This is an optimization exercise on Yosys and OpenROAD, whose aim is small area, not a production implementation.
Where RTL was checked, it was by simulation tests only, not by an equivalence proof against the original.
Function not checked in runs 2 to 5: the RTL went through the layout flow alone.
Power and IR drop assume default switching activity.

### flow/design.v
module UART_Tx
(
   input       i_Clock		,
   input       i_Reset		,	 
   input       i_TX_DV		,
   input [7:0] i_TX_Byte	,
   output reg  o_TX_Serial
 );
  reg [3:0] ph;
  reg [2:0] cc;
  reg [7:0] data;
  wire idle    = (ph == 4'd2);
  wire cleanup = (ph == 4'd1);
  wire cc4     = cc[2];			 
  always @(posedge i_Clock)
  begin
    if (i_Reset)
    begin
      ph          <= 4'd2;
      o_TX_Serial <= 1'b1;
    end
    else
    begin
      if (idle)
      begin
        if (i_TX_DV) ph <= 4'd7;
      end
      else if (cleanup)
        ph <= 4'd2;
      else if (cc4)
        ph <= ph + 1'b1;
      if (ph == 4'd7)
        o_TX_Serial <= 1'b0;
      else if (ph[3])
        o_TX_Serial <= data[ph[2:0]];
      else
        o_TX_Serial <= 1'b1;
    end
    if (idle || cc4)
      cc <= 0;
    else if (!cleanup)
      cc <= cc + 1'b1;
    if (idle && i_TX_DV)
      data <= i_TX_Byte;
  end
endmodule
module hcsr04
(
	input  				clk		,
	input  				rst		,	 
	input  				echoPin	,	 
	input  				perEnd	,	 
	output reg [11:0]	width	,	 
	output 				fall	,	 
	output reg 			M_end	,	 
	output 				rise		 
);
reg mend_q;
assign fall = !echoPin && (width != 0);
wire valid = (width >= 12'd20) && (width <= 12'd720);
always @(posedge clk)
begin
	if (rst)
	begin
		width <= 0;
		M_end <= 0;
	end
	else
	begin
		width <= echoPin ? width + 1'b1 : 12'd0;
		if (perEnd)    M_end <= 0;
		else if (fall) M_end <= valid;
	end
	mend_q <= M_end;
end
assign rise = M_end && !mend_q;
endmodule
module PWM_generator
(
	input 				clk		,
	input 				rst		,	 
	input 		[2:0]	duty	,	 
	output 				perEnd	,	 
	output 				trig	,	 
	output reg 	[3:0]	IN			 
);
reg [7:0] p;
reg [3:0] s;
reg [4:0] v;
wire p199 = p[7] & p[6] & p[2] & p[1] & p[0];	 
wire s14  = s[3] & s[2] & s[1];					 
wire v30  = v[4] & v[3] & v[2] & v[1];			 
assign perEnd = p199 & s14;
assign trig   = (s == 0) && (p[7:3] == 0) && (p[2:0] != 0) && !(p[2] & p[1]);
wire lt55 = (v < 17) || (v == 17 && p < 10);	 
wire lt60 = (v < 18) || (v == 18 && p < 120);	 
wire lt65 = (v < 20) || (v == 20 && p < 30);	 
wire lt75 = (v < 23) || (v == 23 && p < 50);	 
wire lt80 = (v < 24) || (v == 24 && p < 160);	 
reg in3, in2;
always @(*)
begin
	case (duty)
		3'd0: begin in3 = 0;    in2 = 0;    end	 
		3'd1: begin in3 = lt55; in2 = lt55; end	 
		3'd2: begin in3 = lt55; in2 = lt65; end	 
		3'd3: begin in3 = lt65; in2 = lt55; end	 
		3'd4: begin in3 = lt60; in2 = lt60; end	 
		3'd5: begin in3 = lt80; in2 = 0;    end	 
		3'd6: begin in3 = 0;    in2 = lt80; end	 
		default: begin in3 = 0; in2 = lt65; end	 
	endcase
end
always @(posedge clk)
begin
	if (rst)
	begin
		p  <= 0;
		s  <= 0;
		v  <= 0;
		IN <= 4'b0000;
	end
	else
	begin
		p <= p199 ? 8'd0 : p + 1'b1;
		if (p199)
		begin
			s <= s14 ? 4'd0 : s + 1'b1;
			v <= v30 ? 5'd0 : v + 1'b1;
		end
		IN <= {in3, in2, (duty == 3'd7) && lt75, 1'b0};
	end
end
endmodule
module algoritamKretanja
(
	input 				clk,
	input 				rst,		 
	input 		 [11:0] USR,		 
	input 		 [11:0]	USL,		 
	input 		 [11:0]	USM,		 
	input 				riseR,		 
	input 				riseL,		 
	input 				riseM,		 
	output 				TxEnable,	 
	output 		[ 7:0] 	TxData,		 
	output 		[ 2:0]	duty,		 
	output 		 		led
);
wire [2:0] STATE;
wire [1:0] dR, dL;
wire [7:0] distanceS, initS;
wire       initEnd, phase2;
AK_sense SENSE (.clk(clk), .rst(rst), .USR(USR), .USL(USL), .USM(USM), .riseR(riseR), .riseL(riseL), .riseM(riseM),
	.inINIT(STATE == 3'b001), .dR(dR), .dL(dL), .distanceS(distanceS), .initS(initS), .initEnd(initEnd));
AK_fsm FSM (.clk(clk), .rst(rst), .dR(dR), .dL(dL), .distanceS(distanceS), .initEnd(initEnd),
	.STATE(STATE), .duty(duty), .led(led), .phase2(phase2));
AK_ser SER (.clk(clk), .rst(rst), .STATE(STATE), .phase2(phase2), .distanceS(distanceS), .initS(initS),
	.TxEnable(TxEnable), .TxData(TxData));
endmodule
module AK_sense
(
	input 				clk,
	input 				rst,
	input 		 [11:0] USR,
	input 		 [11:0]	USL,
	input 		 [11:0]	USM,
	input 				riseR,
	input 				riseL,
	input 				riseM,
	input 				inINIT,
	output reg	 [ 1:0]	dR,			 
	output reg	 [ 1:0]	dL,			 
	output reg	 [ 7:0]	distanceS,	 
	output reg	 [ 7:0]	initS,		 
	output reg			initEnd
);
reg [1:0] clsR, clsL;		 
reg [7:0] pdM;				 
reg [5:0] NMeasures;
reg [12:0] sum;
function [1:0] cls;
	input [11:0] w;
	begin
		cls[1] = w >= 12'd48;
		cls[0] = cls[1] ? (w >= 12'd88) : (w[11:2] == 10'd11);
	end
endfunction
wire [12:0] sum_n = sum + pdM;
always @(posedge clk)
begin
	clsR <= cls(USR);
	clsL <= cls(USL);
	pdM  <= USM[9:2];
	if (rst)
	begin
		dR <= 0;
		dL <= 0;
		distanceS <= 0;
		NMeasures <= 0;
		sum       <= 0;
		initEnd   <= 0;
	end
	else
	begin
		if (riseR) dR <= clsR;
		if (riseL) dL <= clsL;
		if (riseM)
		begin
			distanceS <= pdM;
			if (inINIT)
			begin
				NMeasures <= NMeasures + 1'b1;
				sum       <= sum_n;
				if (NMeasures == 6'd31)
				begin
					initS   <= sum_n[12:5];
					initEnd <= 1;
				end
			end
			else
			begin
				sum       <= 0;
				NMeasures <= 0;
				initEnd   <= 0;
			end
		end
	end
end
endmodule
module AK_fsm
(
	input 				clk,
	input 				rst,
	input 		[1:0]	dR,
	input 		[1:0]	dL,
	input 		[7:0]	distanceS,
	input 				initEnd,
	output reg	[2:0]	STATE,
	output reg	[2:0]	duty,		 
	output reg			led,
	output 				phase2		 
);
localparam [2:0] D_0 = 3'd0, D_55 = 3'd1, D_L = 3'd2, D_R = 3'd3, D_60 = 3'd4, D_TL = 3'd5, D_TR = 3'd6, D_TT = 3'd7;
localparam IDLE 		= 3'b000;
localparam INIT 		= 3'b001;
localparam sendingINIT 	= 3'b010;
localparam STRAIGHT 	= 3'b011;
localparam turningRIGHT = 3'b100;
localparam turningLEFT	= 3'b101;
localparam TURN 		= 3'b110;
localparam END 			= 3'b111;
reg [16:0] 	statesCounter;
reg [16:0]  cst;			 
reg [7:0] turns;
reg [7:0] turning;
reg [2:0] index;
wire rightBigger = dR == 2'b11;
wire leftBigger  = dL == 2'b11;
wire right11     = dR[1];			 
wire centralBigger43 = distanceS > 43;
wire centralSmaller9 = distanceS <= 9;
wire sc_ge70500 = statesCounter >= 17'd70500;
assign phase2 = cst >= 17'd70500;
always @(posedge clk)
	cst <= (STATE == STRAIGHT) ? 17'd0 : cst + 1'b1;
function [2:0] fl;
	input [1:0] d;
	fl = d[1] ? D_R : (d[0] ? D_55 : D_L);
endfunction
function [2:0] fr;
	input [1:0] d;
	fr = d[1] ? D_L : (d[0] ? D_55 : D_R);
endfunction
reg [16:0] sc_n;
reg [ 2:0] idx_n;
reg [ 7:0] turns_n;
reg [ 7:0] turning_n;
always @(posedge clk)
begin
	if (rst)
	begin
		STATE         <= IDLE;
		duty          <= D_0;
		statesCounter <= 0;
		index         <= 0;
		turns         <= 0;
		turning       <= 0;
		led           <= 0;
	end
	else
	begin
		sc_n      = statesCounter;
		idx_n     = index;
		turns_n   = turns;
		turning_n = turning;
		case(STATE)
			IDLE:
			begin
				sc_n = statesCounter + 1;
				duty <= D_0;
				if(&{statesCounter[15:14], statesCounter[9:8], statesCounter[6], statesCounter[3:0]})	 
				begin
					STATE <= INIT;
					sc_n  = 0;
				end
			end
			INIT:
			begin
				duty <= D_0;
				if(initEnd) STATE <= sendingINIT;
			end
			sendingINIT:
			begin
				duty <= D_0;
				sc_n = statesCounter + 1;
				if(&{statesCounter[6:5], statesCounter[3], statesCounter[0]})	 
				begin
					STATE <= STRAIGHT;
					sc_n  = 0;
				end
			end
			STRAIGHT:
			begin
				if(turning[index]==0)
				begin
					if(!leftBigger && !rightBigger && !centralSmaller9) duty <= fl(dL);
					else if(leftBigger && centralBigger43 && right11 && !rightBigger) STATE <= END;
					else if(leftBigger || rightBigger)
					begin
						if(centralBigger43)
						begin
							idx_n = index + 1;
							turning_n[idx_n] = 0;
							turns_n[idx_n] = leftBigger ? 1'b0 : 1'b1;
						end
						STATE <= leftBigger ? turningLEFT : turningRIGHT;
					end
					else
						STATE <= TURN;
				end
				else
				begin
					case({rightBigger, leftBigger, centralBigger43})
						3'b110:
						begin
							idx_n = index - 1;
							if(turns[index] == 1)
								STATE <= turningRIGHT;
							else
								STATE <= turningLEFT;
						end
						3'b100: STATE <= turningRIGHT;
						3'b010:
						begin
							sc_n = statesCounter + 1;
							if(&{statesCounter[11], statesCounter[9:7], statesCounter[5:3]})	 
							begin
								STATE <= turningLEFT;
								sc_n  = 0;
							end
						end
						3'b000:
						begin
							if(centralSmaller9) STATE <= TURN;
						end
						3'b101, 3'b001: duty <= fl(dL);
						3'b011: duty <= fr(dR);
						default: ;
					endcase
				end
			end
			turningLEFT, turningRIGHT:
			begin
				sc_n = statesCounter + 1;
				if(statesCounter <= 17'd70500)
					duty <= D_60;
				else if (&{statesCounter[16:13], statesCounter[11], statesCounter[9], statesCounter[5:2]})	 
				begin
					sc_n  = 0;
					STATE <= IDLE;
					duty  <= D_0;
				end
				else
					duty <= STATE[0] ? D_TL : D_TR;
			end
			TURN:
			begin
				sc_n = statesCounter + 1;
				if(statesCounter <= 17'd50000)
					duty <= D_0;
				else if (&{statesCounter[16:11], statesCounter[9:6], statesCounter[4]})	 
				begin
					sc_n  = 0;
					STATE <= IDLE;
					turning_n[index] = 1;
				end
				else
					duty <= D_TT;
			end
			END:
			begin
				duty <= D_0;
				sc_n = statesCounter + 1;
				if(&{statesCounter[14:13], statesCounter[8:7], statesCounter[5], statesCounter[3]})	 
				begin
					led <= !led;
					sc_n   = 0;
				end
			end
		endcase
		statesCounter <= sc_n;
		index         <= idx_n;
		turns         <= turns_n;
		turning       <= turning_n;
	end
end
endmodule
module AK_ser
(
	input 				clk,
	input 				rst,
	input 		[2:0]	STATE,
	input 				phase2,
	input 		[7:0]	distanceS,
	input 		[7:0]	initS,
	output reg			TxEnable,
	output reg	[7:0]	TxData
);
localparam sendingINIT 	= 3'b010;
localparam STRAIGHT 	= 3'b011;
localparam turningRIGHT = 3'b100;
localparam turningLEFT	= 3'b101;
localparam TURN 		= 3'b110;
reg [11:0] 	counterSending 	 ;	 
reg [ 6:0] 	countSendingINIT ;
wire [7:0] msg = (STATE == TURN) ? 8'd4 : (STATE == turningLEFT) ? 8'd3 : 8'd2;
always @(posedge clk)
begin
	if (rst)
	begin
		TxEnable          <= 0;
		countSendingINIT  <= 0;
	end
	else
	case(STATE)
		sendingINIT:
		begin
			countSendingINIT <= countSendingINIT + 1'b1;
			if(countSendingINIT == 7'd0)
			begin
				TxData 	<= 8'd1;
				TxEnable <= 1;
			end
			else if(countSendingINIT == 7'd99)
			begin
				TxData 	<= initS;
				TxEnable <= 1;
			end
			else
			begin
				TxEnable <= 0;
				if(countSendingINIT == 7'd100)
					counterSending	 <= 12'd1;
			end
		end
		STRAIGHT, turningLEFT, turningRIGHT:
		begin
			if(STATE == STRAIGHT || !phase2)
			begin
				if(counterSending == 12'b101100110101)	 
				begin
					TxData 			 <= distanceS;
					TxEnable 		 <= 1;
					counterSending	 <= 12'd1;
					if (STATE == STRAIGHT)
						countSendingINIT <= 0;
				end
				else
				begin
					counterSending <= {counterSending[10:0], counterSending[11] ^ counterSending[10] ^ counterSending[9] ^ counterSending[3]};
					TxEnable <= 0;
				end
			end
			else
			begin
				if(TxData != msg)
				begin
					TxData 	<= msg;
					TxEnable <= 1;
				end
				else TxEnable <= 0;
			end
		end
		TURN:
		begin
			if(TxData != msg)
			begin
				TxData 	<= msg;
				TxEnable <= 1;
			end
			else TxEnable <= 0;
		end
		default: ;
	endcase
end
endmodule
module labyrinth_car
(
	input  		 clk	,
	input  		 rst	,	 
	input  		 echoR,
	input  		 echoL,
	input  		 echoM,
	output 		 trigR,	 
	output 		 trigL,
	output 		 trigM,
	output 		 Tx	,
	output [3:0] motors_PWM,
	output 		 led,
	output 		 buzzer
);
wire [ 7:0] dataTransmit;
wire 		TxEnable;
wire [11:0] widthR, widthL, widthM;
wire 		riseR, riseL, riseM;
wire [ 2:0]	duty;
wire 		perEnd, trig;
wire [ 3:0] IN;
UART_Tx UART_Transmitter(
	.i_Clock(clk)        	,
	.i_Reset(rst)        	,
	.i_TX_DV(TxEnable)     	,
	.i_TX_Byte(dataTransmit),
	.o_TX_Serial(Tx)
);
algoritamKretanja AK
(
	.clk(clk)		,
	.rst(rst)		,
	.USR(widthR),
	.USL(widthL),
	.USM(widthM),
	.riseR(riseR)	,
	.riseL(riseL)	,
	.riseM(riseM)	,
	.TxEnable(TxEnable)	,
	.TxData(dataTransmit),
	.duty(duty),
	.led(led)
);
hcsr04 UltrasonicR (.clk(clk), .rst(rst), .echoPin(echoR), .perEnd(perEnd), .width(widthR), .fall(), .M_end(), .rise(riseR));
hcsr04 UltrasonicL (.clk(clk), .rst(rst), .echoPin(echoL), .perEnd(perEnd), .width(widthL), .fall(), .M_end(), .rise(riseL));
hcsr04 UltrasonicM (.clk(clk), .rst(rst), .echoPin(echoM), .perEnd(perEnd), .width(widthM), .fall(), .M_end(), .rise(riseM));
PWM_generator PWM
(
	.clk(clk)	,
	.rst(rst)	,
	.duty(duty)	,
	.perEnd(perEnd),
	.trig(trig),
	.IN(IN)
);
assign trigR = trig;
assign trigL = trig;
assign trigM = trig;
assign motors_PWM = {IN[3:1], 1'b0};
assign buzzer = led;	 
endmodule
### flow/flow/run.sh
#!/bin/bash
# Layout flow: the standard synthesis, then the combinational logic between the
# registers mapped again by ABC for area (the registers, their names and cell types are
# kept as the standard synthesis made them), then the rest of the standard flow.
# Each tool's output goes to a log of its own in this folder.
set -euo pipefail
R=orfs/results/$FLOW_PLATFORM/labyrinth_car/base
PLAT=$FLOW_HOME/platforms/$FLOW_PLATFORM
LIB=$PLAT/lib/sky130_fd_sc_hd__tt_025C_1v80.lib
YOSYS=$(command -v yosys || echo /OpenROAD-flow-scripts/tools/install/yosys/bin/yosys)

bash standard.sh synth > 1_standard_synth.log 2>&1
cp $R/1_2_yosys.v 1_standard_netlist.v

# the platform's don't-use cells
DU=$(sed -n '/DONT_USE_CELLS += /,/^#/p' $PLAT/config.mk | grep -o 'sky130_fd_sc_hd__[a-z0-9_]*' | sed 's/^/-dont_use /' | tr '\n' ' ')

# read each combinational cell as its function and each register cell as a black box,
# flatten the combinational cells into logic and map that logic again
$YOSYS -p "read_liberty -ignore_miss_func $LIB; \
  blackbox sky130_fd_sc_hd__df* sky130_fd_sc_hd__edf* sky130_fd_sc_hd__sdf* sky130_fd_sc_hd__sedf* sky130_fd_sc_hd__dl*; \
  read_verilog 1_standard_netlist.v; hierarchy -top $FLOW_TOP; flatten; opt_clean -purge; \
  techmap; opt -fast; \
  abc -script flow/area.abc -liberty $LIB $DU; opt_clean -purge; \
  hilomap -singleton -hicell sky130_fd_sc_hd__conb_1 HI -locell sky130_fd_sc_hd__conb_1 LO; \
  splitnets; opt_clean -purge; stat -liberty $LIB; \
  write_verilog -noattr -nohex -nodec 1_remapped_netlist.v" > 1_remap.log 2>&1

cp 1_remapped_netlist.v $R/1_2_yosys.v
bash standard.sh finish > 2_standard_finish.log 2>&1
### flow/flow/area.abc
strash
&get -n
&deepsyn -T 30
&put
dch -f
amap
### flow/standard.sh
#!/bin/bash
# synth_recipe.tcl (not shown) runs the flow's synth.tcl, then flattens the netlist and writes it again
# the make line also repeats each setting of config.mk as NAME=value (left out here)
make -C /OpenROAD-flow-scripts/flow DESIGN_CONFIG=/design/flow/config.mk WORK_HOME=/design/flow/orfs CLKGATE_MAP_FILE= SYNTH_SCRIPT=/design/flow/synth_recipe.tcl "${@:-finish}"
### flow/config.mk
export PLATFORM = sky130hd
export DESIGN_NAME = labyrinth_car
export DESIGN_NICKNAME = labyrinth_car
export VERILOG_FILES = /design/flow/design.v
export SDC_FILE = /design/flow/constraint.sdc
export NUM_CORES = 4
export LEC_CHECK = 0
export ABC_AREA = 1
export CAP_MARGIN = 20
export CORE_MARGIN = 2
export CORE_UTILIZATION = 60
export CTS_BUF_LIST = sky130_fd_sc_hd__clkbuf_4
export CTS_CLUSTER_DIAMETER = 40
export CTS_CLUSTER_SIZE = 12
export SLEW_MARGIN = 20
### flow/constraint.sdc
create_clock -name core_clock -period 10.0 [get_ports {clk}]
set_input_delay 2.0000 -clock core_clock [delete_from_list [all_inputs] [get_ports {clk}]]
set_output_delay 2.0000 -clock core_clock [all_outputs]
set_load 0.01 [all_outputs]
==> results.sh, run 1 <==
export IMPL_crit_chain="nor3_1 -> nand2b_1 -> a2111oi_0 -> clkdlybuf4s50_1"
export IMPL_fin_crit_ns=4.64
export IMPL_grt_pass1_vias=6744
export IMPL_grt_pass1_wl_um=30600
export IMPL_antenna_found_initial=1
export IMPL_leakagePower_nw=3.33
export IMPL_postCtsHoldBufs=0
export IMPL_portBuffers=13
export IMPL_fin_crit_sh_pct=46.4
export IMPL_finalCoreUtilization_pct=67.6
export IMPL_cts_sinks=218
export IMPL_status="timing/DRC/antenna clean"
export IMPL_stdcell_count=1333
export IMPL_cts_buffer_depth=3
export IMPL_fmax_mhz=216
export IMPL_cts_tree="done"
export IMPL_maxSlewHeadroom_pct=32.5
export IMPL_via_per_inst=5.49
export IMPL_wl_per_cell_um=13.1
export IMPL_dpl_cell_area_sq_um=9310
export IMPL_die_h_um=126
export IMPL_fillers=1226
export IMPL_post_cts_resized=0
export IMPL_skew_ns=0.0501
export IMPL_p_total_mw=1.64
export IMPL_start_kind="flip-flop"
export IMPL_worstSetupPathType="flip-flop to primary output"
export IMPL_grt_max_degree=30
export IMPL_finalWeightedCongestion=0.852
export IMPL_worstPathRequired_ns=8.00
export IMPL_setup_worst_path_end_class="primary output"
export IMPL_h_tree_depth=2
export IMPL_cts_root_buf="clkbuf_4"
export IMPL_synthesis_nets=1074
export IMPL_ant_nets=0
export IMPL_cp_num_buf_inv=1
export IMPL_dr_pass1_iters=7
export IMPL_crit_family="buffers and inverters"
export IMPL_min_delay_path_depth=0
export IMPL_dp_worst_setup_slack_ns=4.59
export IMPL_fp_coreArea_sq_um=14500
export IMPL_reg2regPathDepth=19
export IMPL_maxCapViolCount=0
export IMPL_die_w_um=126
export IMPL_grtUsageTotal_pct=22.8
export IMPL_setup_viol=0
export IMPL_tightest_slew_ns=1.01
export IMPL_overflow=0
export IMPL_synth_area_sq_um=8900
export IMPL_worstSkewPairLatency_ns=0.62
export IMPL_drive_gt1_share_pct=5.66
export IMPL_power_density_nw_per_um2=167
export IMPL_clkTransAtPathRegs_ns=0.10
export IMPL_final_area_sq_um=9830
export IMPL_vias=7314
export IMPL_floorplan_initialDensity_pct=61.2
export IMPL_cp_depth=4
export IMPL_routed_wl_um=17400
export IMPL_num_rows=44
export IMPL_syn_to_final_growth_pct=10.5
export IMPL_setup_ws_ns=5.36
export IMPL_drt_first_iter_violations=439
export IMPL_cts_setup_buffers=0
export IMPL_peakVddDrop_uv=186
export IMPL_rsz0062_at_grt="no"
export IMPL_worstPathArrival_ns=2.64
export IMPL_worstPathMaxFanout=5
export IMPL_report_final_slew_viol_count=0
export IMPL_hold_path_class="flip-flop to flip-flop"
export IMPL_syn_instance_count=1069
export IMPL_fin_nets=1129
export IMPL_hold_viol=0
export IMPL_ys_warnings_count=6
export IMPL_slowest_delay_ns=0.67
export IMPL_syn_area_per_cell_sq_um=8.32
export IMPL_hpwl_um=12500
export IMPL_fin_tns_setup_ns=0
export IMPL_dp_cells=1272
export IMPL_cp_slowest_cell="clkdlybuf4s50_1"
export IMPL_drcViolationCount=0
export IMPL_cts_buffers=34
export IMPL_whs_ns=0.358
export IMPL_design_die_area_sq_um=15800
export IMPL_pin_count=15
==> power breakdown <==
| part | internal, mW | total, mW | switching [mW] |
|---|---|---|---|
| logic | 0.0324 | 0.0806 | 0.0481 |
| clock network | 0.295 | 0.629 | 0.334 |
| registers | 0.917 | 0.934 | 0.0175 |
==> area by class of cell <==
class | count | area [sq um] | share of cell area [%]
Multi-Input combinational cell | 711 | 3660 | 37.2
Inverter | 140 | 526 | 5.35
Tap cell | 184 | 230 | 2.34
Clock inverter | 17 | 188 | 1.91
Sequential cell | 218 | 4720 | 48.1
Timing Repair Buffer | 19 | 175 | 1.78
Antenna cell | 1 | 2.50 | 0.0255
Clock buffer | 43 | 323 | 3.28
==> metal layers <==
| metal | share of wire (%) | up-vias | GRT usage [%] | wire (um) |
|---|---|---|---|---|
| met5 | 0 | - | 0 | 0 |
| met4 | 1.6 | 0 | 7.24 | 271 |
| met3 | 4.7 | 24 | 4.42 | 827 |
| met2 | 44 | 130 | 35.2 | 7730 |
| met1 | 49 | 3267 | 32.5 | 8590 |
| li1 | - | 3893 | - | - |
==> worst reg2reg max path: cells and delay by family, from the launching register on <==
kind | cells | cell delay [ns]
DFF | 1 | 0.36
and+or+nand+nor | 15 | 2.68
buffers and inverters | 3 | 0.49
AOI/OAI and AO/OA | 1 | 0.67
==> state kept, by name, indices dropped and copies added (netlist names), 5 cells and up <==
| register | count |
|---|---|
| AK.SENSE.NMeasures | 6 |
| AK.FSM.turns | 8 |
| AK.SENSE.distanceS | 8 |
| AK.FSM.statesCounter | 17 |
| AK.SER.counterSending | 12 |
| PWM.p | 8 |
| PWM.v | 5 |
| AK.FSM.turning | 8 |
| AK.SENSE.initS | 8 |
| AK.FSM.cst | 17 |
| AK.SER.countSendingINIT | 7 |
| UART_Transmitter.data | 8 |
| UltrasonicL.width | 12 |
| UltrasonicR.width | 12 |
| AK.SENSE.sum | 13 |
| AK.SENSE.pdM | 8 |
| UltrasonicM.width | 12 |
| AK.SER.TxData | 8 |
==> cells in the final DEF, fill, tap and decap left out, types with 2 or more instances in the layout <==
cell type and count:
nand3_1 19, o21ai_0 81, nor3_1 61, and2_0 11, o211ai_1 3, o2111a_1 7
nand4_1 5, clkinv_1 143, nor2_1 204, o21a_1 8, bufinv_16 3, buf_4 6
a31oi_1 10, o311a_1 2, a21oi_1 29, a311oi_1 3, or3_1 6, a2111oi_0 2
nor4_1 14, o32a_1 4, clkbuf_4 43, nor3b_1 3, o211a_1 2, nand2_1 108
a211oi_1 33, clkinvlp_4 3, nor2b_1 16, and3_1 10, a22oi_1 8, or2_0 6
o221ai_1 5, o22ai_1 24, inv_6 4, clkdlybuf4s50_1 13, o41ai_1 2, o32ai_1 5
a221oi_1 4, edfxtp_1 36, dfxtp_1 182, o221a_1 2
==> path summary, 6_finish.rpt <==
kind                                         from                       end  slack [ns]
worst min-delay path            UltrasonicR.M_end        UltrasonicR.mend_q        0.36
worst min register to register  UltrasonicR.M_end        UltrasonicR.mend_q        0.36
worst max register to register    AK.FSM.index[1]  AK.FSM.statesCounter[15]        5.70
worst max-delay path                     PWM.p[6]                     trigR        5.36
==> run 2: changes to the inputs <==
--- a/flow/design.v
+++ b/flow/design.v
@@ -253,3 +253,3 @@
 reg [16:0] 	statesCounter;
-reg [16:0]  cst;			 
+reg [11:0]  K;				 
 reg [7:0] turns;
@@ -263,5 +263,3 @@
 wire sc_ge70500 = statesCounter >= 17'd70500;
-assign phase2 = cst >= 17'd70500;
-always @(posedge clk)
-	cst <= (STATE == STRAIGHT) ? 17'd0 : cst + 1'b1;
+assign phase2 = sc_ge70500 && (K == 0);
 function [2:0] fl;
@@ -412,2 +410,6 @@
 		statesCounter <= sc_n;
+		if (STATE == STRAIGHT)
+			K <= sc_n[11:0];
+		else if (sc_ge70500 && K != 0)
+			K <= K - 1'b1;
 		index         <= idx_n;
@@ -434,3 +436,3 @@
 localparam TURN 		= 3'b110;
-reg [11:0] 	counterSending 	 ;	 
+reg [11:0] 	counterSending 	 ;
 reg [ 6:0] 	countSendingINIT ;
@@ -463,3 +465,3 @@
 				if(countSendingINIT == 7'd100)
-					counterSending	 <= 12'd1;
+					counterSending	 <= 0;
 			end
@@ -470,3 +472,3 @@
 			begin
-				if(counterSending == 12'b101100110101)	 
+				if(&{counterSending[11], counterSending[9:7], counterSending[5:3]})	 
 				begin
@@ -474,3 +476,3 @@
 					TxEnable 		 <= 1;
-					counterSending	 <= 12'd1;
+					counterSending	 <= 0;
 					if (STATE == STRAIGHT)
@@ -480,3 +482,3 @@
 				begin
-					counterSending <= {counterSending[10:0], counterSending[11] ^ counterSending[10] ^ counterSending[9] ^ counterSending[3]};
+					counterSending <= counterSending + 1'b1;
 					TxEnable <= 0;
==> run 2 against run 1 <==
  * Still clean
  * Clock skew decreased by 0.022 ns
  * Sequential cell count decreased by 5
  * Wire length increased by 5.8%
  * Worst setup slack improved by 0.33 ns
  * Largest power group unchanged
==> results.sh, run 2 <==
export IMPL_ys_warnings_count=6
export IMPL_start_kind="flip-flop"
export IMPL_cts_setup_buffers=0
export IMPL_design_die_area_sq_um=16100
export IMPL_antenna_found_initial=1
export IMPL_reg_top3="AK.FSM.statesCounter (17), AK.SENSE.sum (13)"
export IMPL_vias=7448
export IMPL_maxSlewHeadroom_pct=26.9
export IMPL_dr_pass1_iters=4
export IMPL_hold_viol=0
export IMPL_fin_crit_sh_pct=43.1
export IMPL_report_final_slew_viol_count=0
export IMPL_setup_viol=0
export IMPL_die_h_um=127
export IMPL_status="timing/DRC/antenna clean"
export IMPL_die_w_um=127
export IMPL_largest_reg_flops=17
export IMPL_final_cell_mix="nor2_1, dfxtp_1, clkinv_1"
export IMPL_top_register="AK.FSM.statesCounter"
export IMPL_cts_buffers=28
export IMPL_grt_max_degree=36
export IMPL_grt_pass1_vias=6821
export IMPL_reg2reg_setup_slack_ns=5.90
export IMPL_cts_tree="done"
export IMPL_floorplan_initialDensity_pct=61.7
export IMPL_fin_crit_ns=4.31
export IMPL_dp_worst_setup_slack_ns=5.60
export IMPL_min_delay_path_depth=0
export IMPL_whs_ns=0.362
export IMPL_reg2regPathDepth=16
export IMPL_fin_tns_setup_ns=0
export IMPL_tightest_slew_ns=1.09
export IMPL_num_rows=44
export IMPL_overflow=0
export IMPL_leakagePower_nw=3.24
export IMPL_wl_per_cell_um=13.8
export IMPL_syn_instance_count=1077
export IMPL_setup_worst_path_end_class="primary output"
export IMPL_portBuffers=13
export IMPL_finalWeightedCongestion=0.911
export IMPL_final_common_cell="nor2_1"
export IMPL_cts_root_buf="clkbuf_4"
export IMPL_drive_gt1_share_pct=4.63
export IMPL_maxCapViolCount=0
export IMPL_peakVddDrop_uv=112
export IMPL_worstPathRequired_ns=8.00
export IMPL_post_cts_resized=0
export IMPL_postCtsHoldBufs=0
export IMPL_via_per_inst=5.60
export IMPL_setup_ws_ns=5.69
export IMPL_hold_path_class="flip-flop to flip-flop"
export IMPL_synth_area_sq_um=9040
export IMPL_rsz0062_at_grt="no"
export IMPL_fmax_mhz=232
export IMPL_routed_wl_um=18400
export IMPL_grtUsageTotal_pct=23.2
export IMPL_clkTransAtPathRegs_ns=0.11
export IMPL_worstPathArrival_ns=2.31
export IMPL_ant_nets=0
export IMPL_drcViolationCount=0
export IMPL_pin_count=15
export IMPL_hpwl_um=13500
export IMPL_drt_first_iter_violations=511
export IMPL_synthesis_nets=1082
export IMPL_power_density_nw_per_um2=188
export IMPL_worstSetupPathType="flip-flop to primary output"
export IMPL_skew_ns=0.0285
export IMPL_worstPathMaxFanout=5
export IMPL_cts_sinks=213
export IMPL_p_total_mw=1.87
export IMPL_worstSkewPairLatency_ns=0.66
export IMPL_fin_nets=1129
export IMPL_syn_to_final_growth_pct=10.2
export IMPL_cts_buffer_depth=3
export IMPL_fp_coreArea_sq_um=14600
export IMPL_fillers=1264
export IMPL_syn_area_per_cell_sq_um=8.39
export IMPL_h_tree_depth=1
export IMPL_grt_pass1_wl_um=31500
==> run 2: changes by cell type in the layout (fill, tap and decap cells not counted), sizes merged, moves of 6 or more <==
cell    change
clkbuf     -13
dfxtp      -17
a211oi      +6
a21oi       +7
edfxtp     +12
==> run 2: layout make-up <==
type	instances	area, sq um	share of cell area, %
Sequential cell	213	4740	47.6
Multi-Input combinational cell	724	3770	37.8
Inverter	140	526	5.28
Clock inverter	21	304	3.05
Tap cell	184	230	2.31
Clock buffer	30	225	2.26
Timing Repair Buffer	17	160	1.61
Antenna cell	1	2.50	0.0251
==> run 2: layer usage <==
metal | up-vias | wire, um | share of wire (%) | global-route usage, %
met2 | 143 | 8320 | 45 | 38.9
met5 | - | 0 | 0 | 0
met1 | 3316 | 9040 | 49 | 31.8
met4 | 0 | 259 | 1.4 | 6.27
met3 | 27 | 799 | 4.3 | 3.16
li1 | 3962 | - | - | -
==> run 2: final timing paths <==
check	from	endpoint
worst max-delay path	PWM.p[1]	trigM
worst min-delay path	UltrasonicM.M_end	UltrasonicM.mend_q
worst max register to register	AK.FSM.index[0]	AK.FSM.statesCounter[15]
worst min register to register	UltrasonicM.M_end	UltrasonicM.mend_q
==> run 2: stage by stage <==
step                area [sq um]  utilization (%)  cells
CTS                         9960             68.0   1329
global placement            9430             64.4   1278
finish                      9960             68.0   1330
global route                9960             68.0   1330
floorplan                   9040                -   1077
detailed placement          9430             64.4   1278
==> run 2: worst max-delay path: stages, from the launching register on <==
cell and delay [ns]:
dfxtp_1 0.36, a211oi_1 0.23, o2111ai_1 0.14, nor3_1 0.32, clkdlybuf4s50_1 0.61
==> run 2: report_power, final <==
part / switching, mW / total (mW) / internal, mW
clock: 0.316 / 0.655 / 0.339
combinational: 0.167 / 0.237 / 0.0692
sequential: 0.0358 / 0.976 / 0.941
total: 0.519 / 1.87 / 1.35
==> run 3: changes to the inputs <==
==> flow/run.sh (new file) <==
#!/bin/bash
# synth_recipe.tcl (not shown) runs the flow's synth.tcl, then flattens the netlist and writes it again
# the make line also repeats each setting of config.mk as NAME=value (left out here)
make -C /OpenROAD-flow-scripts/flow DESIGN_CONFIG=/design/flow/config.mk WORK_HOME=/design/flow/orfs CLKGATE_MAP_FILE= SYNTH_SCRIPT=/design/flow/synth_recipe.tcl finish
--- a/flow/config.mk
+++ b/flow/config.mk
@@ -11,5 +11,2 @@
 export CORE_UTILIZATION = 60
-export CTS_BUF_LIST = sky130_fd_sc_hd__clkbuf_4
-export CTS_CLUSTER_DIAMETER = 40
-export CTS_CLUSTER_SIZE = 12
 export SLEW_MARGIN = 20
removed: flow/flow/run.sh
removed: flow/flow/area.abc
removed: flow/standard.sh
==> run 3 against run 2 <==
  * Clock skew fell by 0.013 ns
  * Total power fell by 2.1%
  * Clock power rose by 29%
  * Maximum frequency rose by 3.8%
  * Area after synthesis rose by 29%
  * Sequential power fell by 7.9%
  * Non-clock buffer count fell by 1
  * Die area rose by 28%
  * Sequential cell count did not move
  * Design area rose by 28%
  * Critical path depth rose by 2
  * Critical path type unchanged
  * Largest cell class is now multi-input gates
==> results.sh, run 3 <==
export IMPL_hpwl_um=18800
export IMPL_dr_pass1_iters=7
export IMPL_min_delay_path_depth=0
export IMPL_multi_input_area_sq_um=5930
export IMPL_worstPathRequired_ns=8.00
export IMPL_crit_start="PWM.p[0]"
export IMPL_reg2regPathDepth=7
export IMPL_cts_setup_buffers=0
export IMPL_overflow=0
export IMPL_power_density_nw_per_um2=144
export IMPL_grt_pass1_vias=9496
export IMPL_post_cts_resized=0
export IMPL_cts_sinks=213
export IMPL_h_tree_depth=1
export IMPL_synth_area_sq_um=11700
export IMPL_fmax_mhz=241
export IMPL_fin_tns_setup_ns=0
export IMPL_synth_top_cells_by_area="dfxtp_1, edfxtp_1, nand2_1"
export IMPL_stdcell_count=1909
export IMPL_synth_edff_count=48
export IMPL_drive_gt1_share_pct=5.05
export IMPL_skew_ns=0.0159
export IMPL_final_common_cell="nand2_1"
export IMPL_syn_area_per_cell_sq_um=7.19
export IMPL_yosysTopAreaCell="dfxtp_1"
export IMPL_via_per_inst=5.38
export IMPL_start_kind="flip-flop"
export IMPL_synth_top_area_share_pct=28.2
export IMPL_reg2reg_setup_slack_ns=7.00
export IMPL_report_final_slew_viol_count=0
export IMPL_peakVddDrop_uv=130
export IMPL_postCtsHoldBufs=0
export IMPL_cts_buffer_depth=3
export IMPL_leakagePower_nw=5.12
export IMPL_fin_nets=1674
export IMPL_hold_path_class="flip-flop to flip-flop"
export IMPL_yosys_register_bits=213
export IMPL_min_from="UltrasonicM.M_end"
export IMPL_fillers=1756
export IMPL_status="timing/DRC/antenna clean"
export IMPL_drcViolationCount=0
export IMPL_fin_crit_ns=4.15
export IMPL_ant_nets=0
export IMPL_antenna_found_initial=0
export IMPL_fp_coreArea_sq_um=19300
export IMPL_vias=10300
export IMPL_p_total_mw=1.83
export IMPL_drt_first_iter_violations=677
export IMPL_portBuffers=13
export IMPL_top_register="AK.FSM.statesCounter"
export IMPL_ys_types=60
export IMPL_ff_latch_area_sq_um=4740
export IMPL_floorplan_initialDensity_pct=60.7
export IMPL_largest_reg_flops=17
export IMPL_worstSkewPairLatency_ns=0.53
export IMPL_ys_top_cells_by_count="nand2_1, nor2_1, inv_1"
export IMPL_ys_flop_type="dfxtp_1"
export IMPL_ys_warnings_count=6
export IMPL_cts_buffers=25
export IMPL_dp_cells=1866
export IMPL_worstPathArrival_ns=2.15
export IMPL_worstPathMaxFanout=3
export IMPL_setup_worst_path_end_class="primary output"
export IMPL_holdPathEnd="UltrasonicM.mend_q"
export IMPL_grt_max_degree=51
export IMPL_pin_count=15
export IMPL_setup_viol=0
export IMPL_wl_per_cell_um=13.7
export IMPL_num_rows=51
export IMPL_yosysMostFrequentCell="nand2_1"
export IMPL_syn_instance_count=1628
export IMPL_r2r_start="UltrasonicM.M_end"
export IMPL_clkTransAtPathRegs_ns=0.06
export IMPL_rsz0062_at_grt="no"
export IMPL_routed_wl_um=26100
export IMPL_final_cell_mix="nand2_1, nor2_1, inv_1"
export IMPL_tightest_slew_ns=0.920
export IMPL_antenna_cells=0
export IMPL_die_w_um=144
export IMPL_async_reset_ff_share_pct=0
export IMPL_maxSlewHeadroom_pct=38.6
export IMPL_syn_to_final_growth_pct=8.66
export IMPL_cts_root_buf="clkbuf_16"
export IMPL_finalWeightedCongestion=0.931
export IMPL_cts_tree="done"
export IMPL_synthesis_nets=1674
export IMPL_grtUsageTotal_pct=25.3
export IMPL_reg_top3="AK.FSM.statesCounter (17), AK.SENSE.sum (13)"
export IMPL_worstSetupPathType="flip-flop to primary output"
export IMPL_ys_seq_area_share_pct=40.6
export IMPL_design_die_area_sq_um=20600
export IMPL_fin_crit_sh_pct=41.5
export IMPL_die_h_um=144
export IMPL_r2r_end="AK.SENSE.initS[5]"
export IMPL_hold_viol=0
export IMPL_maxCapViolCount=0
export IMPL_grt_pass1_wl_um=43500
==> run 3: layout make-up <==
| cell class | count | share of cell area (%) |
|---|---|---|
| inverter | 215 | 6.37 |
| clock inverter | 7 | 0.571 |
| multi-input combinational | 1157 | 46.6 |
| tap | 265 | 2.61 |
| sequential | 213 | 37.3 |
| timing repair buffer | 16 | 1.16 |
| clock buffer | 36 | 5.32 |
==> run 3: worst max-delay path, stage by stage (launching register included) <==
cell and delay (ns):
dfxtp_1 0.36, inv_1 0.08, ha_1 0.19, nand2_1 0.06, nand4_1 0.07, nor3_1 0.26
clkdlybuf4s50_1 0.60
==> run 3: report_power, final <==
part | total, mW | switching (mW) | internal [mW]
sequential | 0.899 | 0.0125 | 0.887
clock | 0.843 | 0.348 | 0.495
combinational | 0.0864 | 0.0553 | 0.0311
==> run 3: how the worst max path moves through the flow <==
stage                                           to  slack, ns  depth (start not counted)
after detailed placement          AK.SER.TxData[5]       6.09                          5
after floorplan           AK.SER.counterSending[0]       6.21                          3
final                                        trigR       5.85                          6
after global placement            AK.SER.TxData[6]       6.23                          5
after global routing                         trigM       5.71                          6
after CTS                                    trigR       5.82                          6
==> run 3: cells by family after synthesis <==
kind of cell	count (synthesis)	synth area share, %
adder cells (fa/ha/maj)	41	4.45
AO/OA/AOI/OAI	296	14.1
AND/OR/NAND/NOR	786	29.6
XOR/XNOR	33	2.47
buffers and inverters	258	8.83
flip-flops	213	40.6
other	1	0.0321
==> run 3: stage by stage <==
step	worst slack (ns)	util, %	area (sq um)	hold WS [ns]
2_1_floorplan	6.21	-	11700	0.345
3_3_place_gp	6.23	62.1	12000	0.358
3_5_place_dp	6.09	62.1	12000	0.365
4_1_cts	5.82	66.0	12700	0.373
5_1_grt	5.71	66.0	12700	0.385
6_report	5.85	66.0	12700	0.370
==> run 3: per-layer routing <==
metal | part of all wire (%) | up-vias | wire length [um] | global-route usage (%)
li1 | - | 5373 | - | -
met1 | 46 | 4641 | 12100 | 33.1
met2 | 48 | 216 | 12500 | 44.9
met3 | 3.6 | 47 | 948 | 3.00
met4 | 2.1 | 0 | 554 | 6.09
met5 | 0 | - | 0 | 0
==> run 4: changes to the inputs <==
--- a/flow/config.mk
+++ b/flow/config.mk
@@ -11,2 +11,5 @@
 export CORE_UTILIZATION = 60
+export CTS_BUF_LIST = sky130_fd_sc_hd__clkbuf_8
+export CTS_CLUSTER_DIAMETER = 50
+export CTS_CLUSTER_SIZE = 20
 export SLEW_MARGIN = 20
==> run 4 against run 3 <==
  * Core utilization is 0.53 points lower
  * Maximum frequency is 1.6% lower
  * Combinational power hardly changed
  * Largest cell class unchanged
==> results.sh, run 4 <==
export IMPL_start_kind="flip-flop"
export IMPL_yosys_register_bits=213
export IMPL_reg_top3="AK.FSM.statesCounter (17), AK.SENSE.sum (13)"
export IMPL_fin_crit_ns=4.22
export IMPL_synthAdderAreaFrac_pct=4.45
export IMPL_dr_pass1_iters=5
export IMPL_drcViolationCount=0
export IMPL_r2r_start="UltrasonicM.M_end"
export IMPL_grt_pass1_vias=9533
export IMPL_cts_tree="done"
export IMPL_grt_busiest_layer="met2"
export IMPL_fmax_mhz=237
export IMPL_worstPathRequired_ns=8.00
export IMPL_syn_to_final_growth_pct=7.80
export IMPL_finalWeightedCongestion=0.931
export IMPL_design_die_area_sq_um=20600
export IMPL_drive_gt1_share_pct=6.23
export IMPL_vias=10300
export IMPL_fin_crit_sh_pct=42.2
export IMPL_cts_setup_buffers=0
export IMPL_skew_ns=0.0405
export IMPL_setup_worst_path_end_class="primary output"
export IMPL_die_w_um=144
export IMPL_postCtsHoldBufs=0
export IMPL_fin_nets=1677
export IMPL_hold_path_class="flip-flop to flip-flop"
export IMPL_fillers=1756
export IMPL_crit_chain="inv_1 -> ha_1 -> nand2_1 -> nand4_1 -> nor3_1 -> clkdlybuf4s50_1"
export IMPL_synth_mux_area_share_pct=0
export IMPL_r2r_end="AK.SENSE.initS[5]"
export IMPL_post_cts_resized=0
export IMPL_leakagePower_nw=5.07
export IMPL_overflow=0
export IMPL_reg2regPathDepth=7
export IMPL_synth_top_area_share_pct=28.2
export IMPL_syn_area_per_cell_sq_um=7.19
export IMPL_reg2reg_setup_slack_ns=6.96
export IMPL_grtUsageMet3_pct=3.20
export IMPL_fp_coreArea_sq_um=19300
export IMPL_min_delay_path_depth=0
export IMPL_peakVddDrop_uv=105
export IMPL_worstSetupPathType="flip-flop to primary output"
export IMPL_grt_util_met1_pct=33.1
export IMPL_synth_area_sq_um=11700
export IMPL_worstPathArrival_ns=2.22
export IMPL_cts_buffers=28
export IMPL_fin_tns_setup_ns=0
export IMPL_syn_instance_count=1628
export IMPL_cts_root_buf="clkbuf_8"
export IMPL_met2_usage_pct=44.4
export IMPL_antenna_found_initial=0
export IMPL_ys_warnings_count=6
export IMPL_die_h_um=144
export IMPL_rsz0062_at_grt="no"
export IMPL_ys_seq_area_share_pct=40.6
export IMPL_power_density_nw_per_um2=136
export IMPL_largest_reg_flops=17
export IMPL_async_reset_ff_share_pct=0
export IMPL_status="timing/DRC/antenna clean"
export IMPL_holdPathEnd="UltrasonicM.mend_q"
export IMPL_drt_first_iter_violations=617
export IMPL_via_per_inst=5.36
export IMPL_ys_top_cells_by_count="nand2_1, nor2_1, inv_1"
export IMPL_grt_pass1_wl_um=43500
export IMPL_worstSkewPairLatency_ns=0.61
export IMPL_maxSlewHeadroom_pct=38.6
export IMPL_cts_sinks=213
export IMPL_cp_slowest_cell="clkdlybuf4s50_1"
export IMPL_worstPathMaxFanout=4
export IMPL_pin_count=15
export IMPL_num_rows=51
export IMPL_floorplan_initialDensity_pct=60.7
export IMPL_synthXorXnorAreaFrac_pct=2.47
export IMPL_yosysMostFrequentCell="nand2_1"
export IMPL_ant_nets=0
export IMPL_antenna_cells=0
export IMPL_ys_flop_type="dfxtp_1"
export IMPL_report_final_slew_viol_count=0
export IMPL_synth_edff_count=48
export IMPL_grtUsageTotal_pct=25.4
export IMPL_synth_top_cells_by_area="dfxtp_1, edfxtp_1, nand2_1"
export IMPL_min_from="UltrasonicM.M_end"
export IMPL_grt_max_degree=51
export IMPL_tightest_slew_ns=0.919
export IMPL_top_register="AK.FSM.statesCounter"
export IMPL_maxCapViolCount=0
export IMPL_clkTransAtPathRegs_ns=0.08
export IMPL_synth_top_family_by_area="simple AND/OR/NAND/NOR gates"
export IMPL_slowest_delay_ns=0.60
export IMPL_synth_compound_gate_area_share_pct=14.1
export IMPL_ys_types=60
export IMPL_hpwl_um=18800
export IMPL_yosysTopAreaCell="dfxtp_1"
export IMPL_cts_buffer_depth=3
export IMPL_synthesis_nets=1674
export IMPL_routed_wl_um=26200
export IMPL_final_common_cell="nand2_1"
export IMPL_h_tree_depth=1
export IMPL_portBuffers=13
export IMPL_wl_per_cell_um=13.7
export IMPL_synth_simple_gate_area_share_pct=29.6
export IMPL_setup_viol=0
export IMPL_hold_viol=0
export IMPL_final_cell_mix="nand2_1, nor2_1, inv_1"
export IMPL_p_total_mw=1.72
run 4: through the flow:
| stage | area (sq um) | cells | util, % | hold WS (ns) | worst slack [ns] |
|---|---|---|---|---|---|
| 3_3_place_gp | 12000 | 1866 | 62.1 | 0.358 | 6.23 |
| 6_report | 12600 | 1918 | 65.4 | 0.360 | 5.78 |
| 2_1_floorplan | 11700 | 1628 | - | 0.345 | 6.21 |
| 5_1_grt | 12600 | 1918 | 65.4 | 0.384 | 5.62 |
| 4_1_cts | 12600 | 1918 | 65.4 | 0.366 | 5.75 |
| 3_5_place_dp | 12000 | 1866 | 62.1 | 0.365 | 6.09 |
run 4: per-layer routing:
| layer | up-vias | routed length (um) |
|---|---|---|
| li1 | 5372 | - |
| met5 | - | 0 |
| met3 | 55 | 1020 |
| met4 | 0 | 682 |
| met2 | 219 | 12300 |
| met1 | 4637 | 12200 |
run 4: how the worst max path moves through the flow:
stage	start	to	slack, ns	depth (start not counted)
finish	PWM.p[1]	trigR	5.78	6
global route	PWM.p[1]	trigM	5.62	6
CTS	PWM.p[1]	trigR	5.75	6
detailed placement	rst	AK.SER.TxData[5]	6.09	5
global placement	rst	AK.SER.TxData[6]	6.23	5
floorplan	rst	AK.SER.counterSending[0]	6.21	3
run 4: cells by family after synthesis:
group                    after synthesis
buffers and inverters                258
adder cells (fa/ha/maj)               41
other                                  1
AO/OA/AOI/OAI                        296
flip-flops                           213
AND/OR/NAND/NOR                      786
XOR/XNOR                              33
run 4: critical path: cells and delay by family, from the launching register on:
family | cells | cell delay [ns]
DFF | 1 | 0.37
buffers and inverters | 2 | 0.68
adders and majority gates | 1 | 0.18
and+or+nand+nor | 3 | 0.38
run 4: layout make-up:
class / count / area, sq um / area share, %
multi-input cells: 1157 / 5930 / 47.0
repair buffers: 16 / 148 / 1.17
inverters: 215 / 810 / 6.42
well taps: 265 / 332 / 2.63
flip-flops and latches: 213 / 4740 / 37.6
clock buffers: 28 / 385 / 3.06
clock inverters: 24 / 263 / 2.08
run 4: power breakdown:
| group | total (mW) | leakage, nW | switching (mW) | internal, mW |
|---|---|---|---|---|
| Combinational | 0.0861 | 2.98 | 0.0551 | 0.0310 |
| Clock | 0.733 | 0.323 | 0.407 | 0.326 |
| Sequential | 0.897 | 1.77 | 0.0125 | 0.885 |
==> run 5: changes to the inputs <==
--- a/flow/config.mk
+++ b/flow/config.mk
@@ -11,5 +11,5 @@
 export CORE_UTILIZATION = 60
-export CTS_BUF_LIST = sky130_fd_sc_hd__clkbuf_8
-export CTS_CLUSTER_DIAMETER = 50
-export CTS_CLUSTER_SIZE = 20
+export CTS_BUF_LIST = sky130_fd_sc_hd__clkbuf_4
+export CTS_CLUSTER_DIAMETER = 40
+export CTS_CLUSTER_SIZE = 12
 export SLEW_MARGIN = 20
==> run 5 against run 4 <==
  * Combinational power fell by 0.5%
  * First-iteration DRC count rose by 6.3%
  * Wire length fell by 0.83%
  * Sequential power barely moved
  * Area after synthesis did not move
  * Worst hold slack improved by 0.0022 ns
  * Sequential cell count did not move
  * Synthesized cell count did not move
  * Core utilization fell by 0.35 points
  * Register-to-register slack got worse by 0.03 ns
  * Worst setup slack got worse by 0.013 ns
  * Cell count rose by 0.52%
  * Critical path type unchanged
  * Largest cell class unchanged
  * Largest power group unchanged
==> results.sh, run 5 <==
export IMPL_synth_area_sq_um=11700
export IMPL_drcViolationCount=0
export IMPL_post_cts_resized=0
export IMPL_routed_wl_um=26000
export IMPL_cts_buffer_depth=3
export IMPL_hold_path_class="flip-flop to flip-flop"
export IMPL_wl_per_cell_um=13.5
export IMPL_portBuffers=13
export IMPL_power_density_nw_per_um2=135
export IMPL_synth_edff_count=48
export IMPL_antenna_found_initial=1
export IMPL_fin_tns_setup_ns=0
export IMPL_syn_area_per_cell_sq_um=7.19
export IMPL_p_clk_share_pct=41.9
export IMPL_h_tree_depth=2
export IMPL_drive_gt1_share_pct=6.50
export IMPL_maxCapViolCount=0
export IMPL_maxSlewHeadroom_pct=38.4
export IMPL_peakVddDrop_uv=113
export IMPL_crit_start="PWM.p[0]"
export IMPL_dr_pass1_iters=7
export IMPL_synth_top_area_share_pct=28.2
export IMPL_fmax_mhz=236
export IMPL_fin_nets=1684
export IMPL_reg2regPathDepth=7
export IMPL_cp_slowest_cell="clkdlybuf4s50_1"
export IMPL_die_h_um=144
export IMPL_overflow=0
export IMPL_ys_top_cells_by_count="nand2_1, nor2_1, inv_1"
export IMPL_cp_num_buf_inv=2
export IMPL_min_from="UltrasonicM.M_end"
export IMPL_synth_top_cells_by_area="dfxtp_1, edfxtp_1, nand2_1"
export IMPL_cts_sinks=213
export IMPL_p_seq_share_pct=53.1
export IMPL_vias=10300
export IMPL_floorplan_initialDensity_pct=60.7
export IMPL_stdcell_count=1928
export IMPL_tightest_slew_ns=0.918
export IMPL_worstSetupPathType="flip-flop to primary output"
export IMPL_hpwl_um=18800
export IMPL_ys_types=60
export IMPL_ys_warnings_count=6
export IMPL_endpoint="trigR"
export IMPL_cts_buffers=35
export IMPL_p_sw_share_pct=24.7
export IMPL_fp_coreArea_sq_um=19300
export IMPL_p_int_mw=1.27
export IMPL_yosys_register_bits=213
export IMPL_async_reset_ff_share_pct=0
export IMPL_grt_pass1_wl_um=43400
export IMPL_drt_first_iter_violations=656
export IMPL_fin_crit_sh_pct=42.3
export IMPL_status="timing/DRC/antenna clean"
export IMPL_pin_count=15
export IMPL_cts_setup_buffers=0
export IMPL_ys_seq_area_share_pct=40.6
export IMPL_reg2reg_setup_slack_ns=6.93
export IMPL_largest_reg_flops=17
export IMPL_worstPathArrival_ns=2.23
export IMPL_r2r_end="AK.SENSE.initS[1]"
export IMPL_fillers=1781
export IMPL_slowest_delay_ns=0.60
export IMPL_report_final_slew_viol_count=0
export IMPL_top_register="AK.FSM.statesCounter"
export IMPL_worstPathMaxFanout=3
export IMPL_yosysTopAreaCell="dfxtp_1"
export IMPL_clkTransAtPathRegs_ns=0.11
export IMPL_combinationalPowerShare_pct=5.1
export IMPL_setup_worst_path_end_class="primary output"
export IMPL_postCtsHoldBufs=0
export IMPL_synthesis_nets=1674
export IMPL_crit_family="buffers and inverters"
export IMPL_setup_viol=0
export IMPL_syn_instance_count=1628
export IMPL_start_kind="flip-flop"
export IMPL_r2r_start="UltrasonicM.M_end"
export IMPL_dp_cells=1866
export IMPL_num_rows=51
export IMPL_fin_crit_ns=4.23
export IMPL_rsz0062_at_grt="no"
export IMPL_worstSkewPairLatency_ns=0.65
export IMPL_cts_root_buf="clkbuf_4"
export IMPL_hold_viol=0
export IMPL_leakagePower_nw=5.05
export IMPL_cp_depth=6
export IMPL_finalWeightedCongestion=0.931
export IMPL_ys_flop_type="dfxtp_1"
export IMPL_yosysMostFrequentCell="nand2_1"
export IMPL_via_per_inst=5.36
export IMPL_cts_tree="done"
export IMPL_final_common_cell="nand2_1"
export IMPL_die_w_um=144
export IMPL_reg_top3="AK.FSM.statesCounter (17), AK.SENSE.sum (13)"
export IMPL_design_die_area_sq_um=20600
export IMPL_p_sw_uw=417
export IMPL_worstPathRequired_ns=8.00
export IMPL_crit_chain="inv_1 -> ha_1 -> nand2_1 -> nand4_1 -> nor3_1 -> clkdlybuf4s50_1"
export IMPL_skew_ns=0.0310
export IMPL_grt_pass1_vias=9551
export IMPL_final_cell_mix="nand2_1, nor2_1, inv_1"
export IMPL_ant_nets=0
export IMPL_syn_to_final_growth_pct=7.22
export IMPL_grt_max_degree=51
export IMPL_grtUsageTotal_pct=25.5
run 5: cell types whose count changed in the layout (fill, tap and decap cells not counted), moves of 2 or more:
cell and change:
clkbuf_4 +39, inv_8 -2, bufinv_16 +5, clkbuf_8 -28, clkinv_8 -4, diode_2 +2
clkinv_4 -3, inv_6 -2, clkinv_1 +4
run 5: routing by layer:
layer	vias up	track usage [%]	wire, um
met5	-	0	0
met4	0	8.20	640
met3	60	3.90	1080
met2	232	44.1	12200
met1	4630	32.6	12100
li1	5406	-	-
run 5: power groups by stage:
stage	logic (mW)	clock network (mW)	registers, mW
2_1_floorplan	0.0669	0	0.913
3_3_place_gp	0.0835	0	0.917
3_5_place_dp	0.0848	0	0.917
4_1_cts	0.0854	0.727	0.898
5_1_grt	0.0980	0.759	0.900
6_report	0.0857	0.709	0.898
run 5: per-stage QoR:
step / hold slack (ns) / power [mW] / setup slack (ns) / utilization, % / cell area, sq um
6_report: 0.362 / 1.69 / 5.77 / 65.1 / 12500
3_5_place_dp: 0.365 / 1.00 / 6.09 / 62.1 / 12000
2_1_floorplan: 0.345 / 0.980 / 6.21 / - / 11700
3_3_place_gp: 0.358 / 1.00 / 6.23 / 62.1 / 12000
4_1_cts: 0.366 / 1.71 / 5.69 / 65.1 / 12500
5_1_grt: 0.386 / 1.76 / 5.58 / 65.1 / 12500
run 5: worst min path at each step:
| stage | end | slack [ns] | cells after the start |
|---|---|---|---|
| 5_1_grt | UltrasonicM.mend_q | 0.39 | 0 |
| 2_1_floorplan | UltrasonicM.mend_q | 0.35 | 0 |
| 6_report | UltrasonicM.mend_q | 0.36 | 0 |
| 3_3_place_gp | UltrasonicL.mend_q | 0.36 | 0 |
| 4_1_cts | UltrasonicM.mend_q | 0.37 | 0 |
| 3_5_place_dp | UltrasonicM.mend_q | 0.37 | 0 |
run 5: layout make-up:
cell class | count | area [sq um] | area share, %
clock inverter | 21 | 283 | 2.25
multi-input combinational | 1157 | 5930 | 47.3
inverter | 215 | 810 | 6.45
timing repair buffer | 16 | 148 | 1.18
antenna | 2 | 5.00 | 0.0399
tap | 265 | 332 | 2.64
clock buffer | 39 | 293 | 2.33
sequential | 213 | 4740 | 37.8
run 5: cells by family after synthesis:
group,synth area share (%)
simple gates,29.6
xor+xnor,2.47
buf+inv,8.83
other cells,0.0321
compound gates,14.1
flops,40.6
fa+ha+maj,4.45
run 5: worst register-to-register path, delay by kind of cell, from the launching register on:
family | cells | cell delay [ns]
buffers and inverters | 4 | 1.18
flip-flops | 1 | 0.36
AND/OR/NAND/NOR | 3 | 1.27

## port drivers added, routing unchanged
The flow's constraints put no driver on any port. The routed layouts listed below were extracted and timed again, unchanged, in two steps. Step 1, drivers: a clkbuf_16 drives clk and a buf_2 each remaining input, both assumed. Step 2 moves the port delays by t, midway between the first and last clock arrival at a register: inputs arrive t later, outputs are due t later. That takes back most of the time a late clock gives input paths. Three values: ideal ports, drivers, drivers and shift; two values: the first two.
run	shift t [ns]	setup WS [ns]	hold WS [ns]	clock arrival spread, ns
run 1	0.629	5.362 / 5.323 / 4.919	0.358 / 0.358 / 0.358	0.050 / 0.051
run 2	0.685	5.695 / 5.659 / 5.715	0.362 / 0.362 / 0.362	0.029 / 0.028
run 3	0.571	5.853 / 5.804 / 6.103	0.370 / 0.370 / 0.370	0.017 / 0.017
run 4	0.631	5.784 / 5.740 / 6.090	0.360 / 0.360 / 0.360	0.040 / 0.041
run 5	0.669	5.771 / 5.732 / 6.074	0.362 / 0.362 / 0.362	0.031 / 0.031
After both steps setup and hold are still met in every run listed. The setup slack of run 1, which loses most, moves by -0.039 ns with the drivers and by -0.443 ns with both steps.
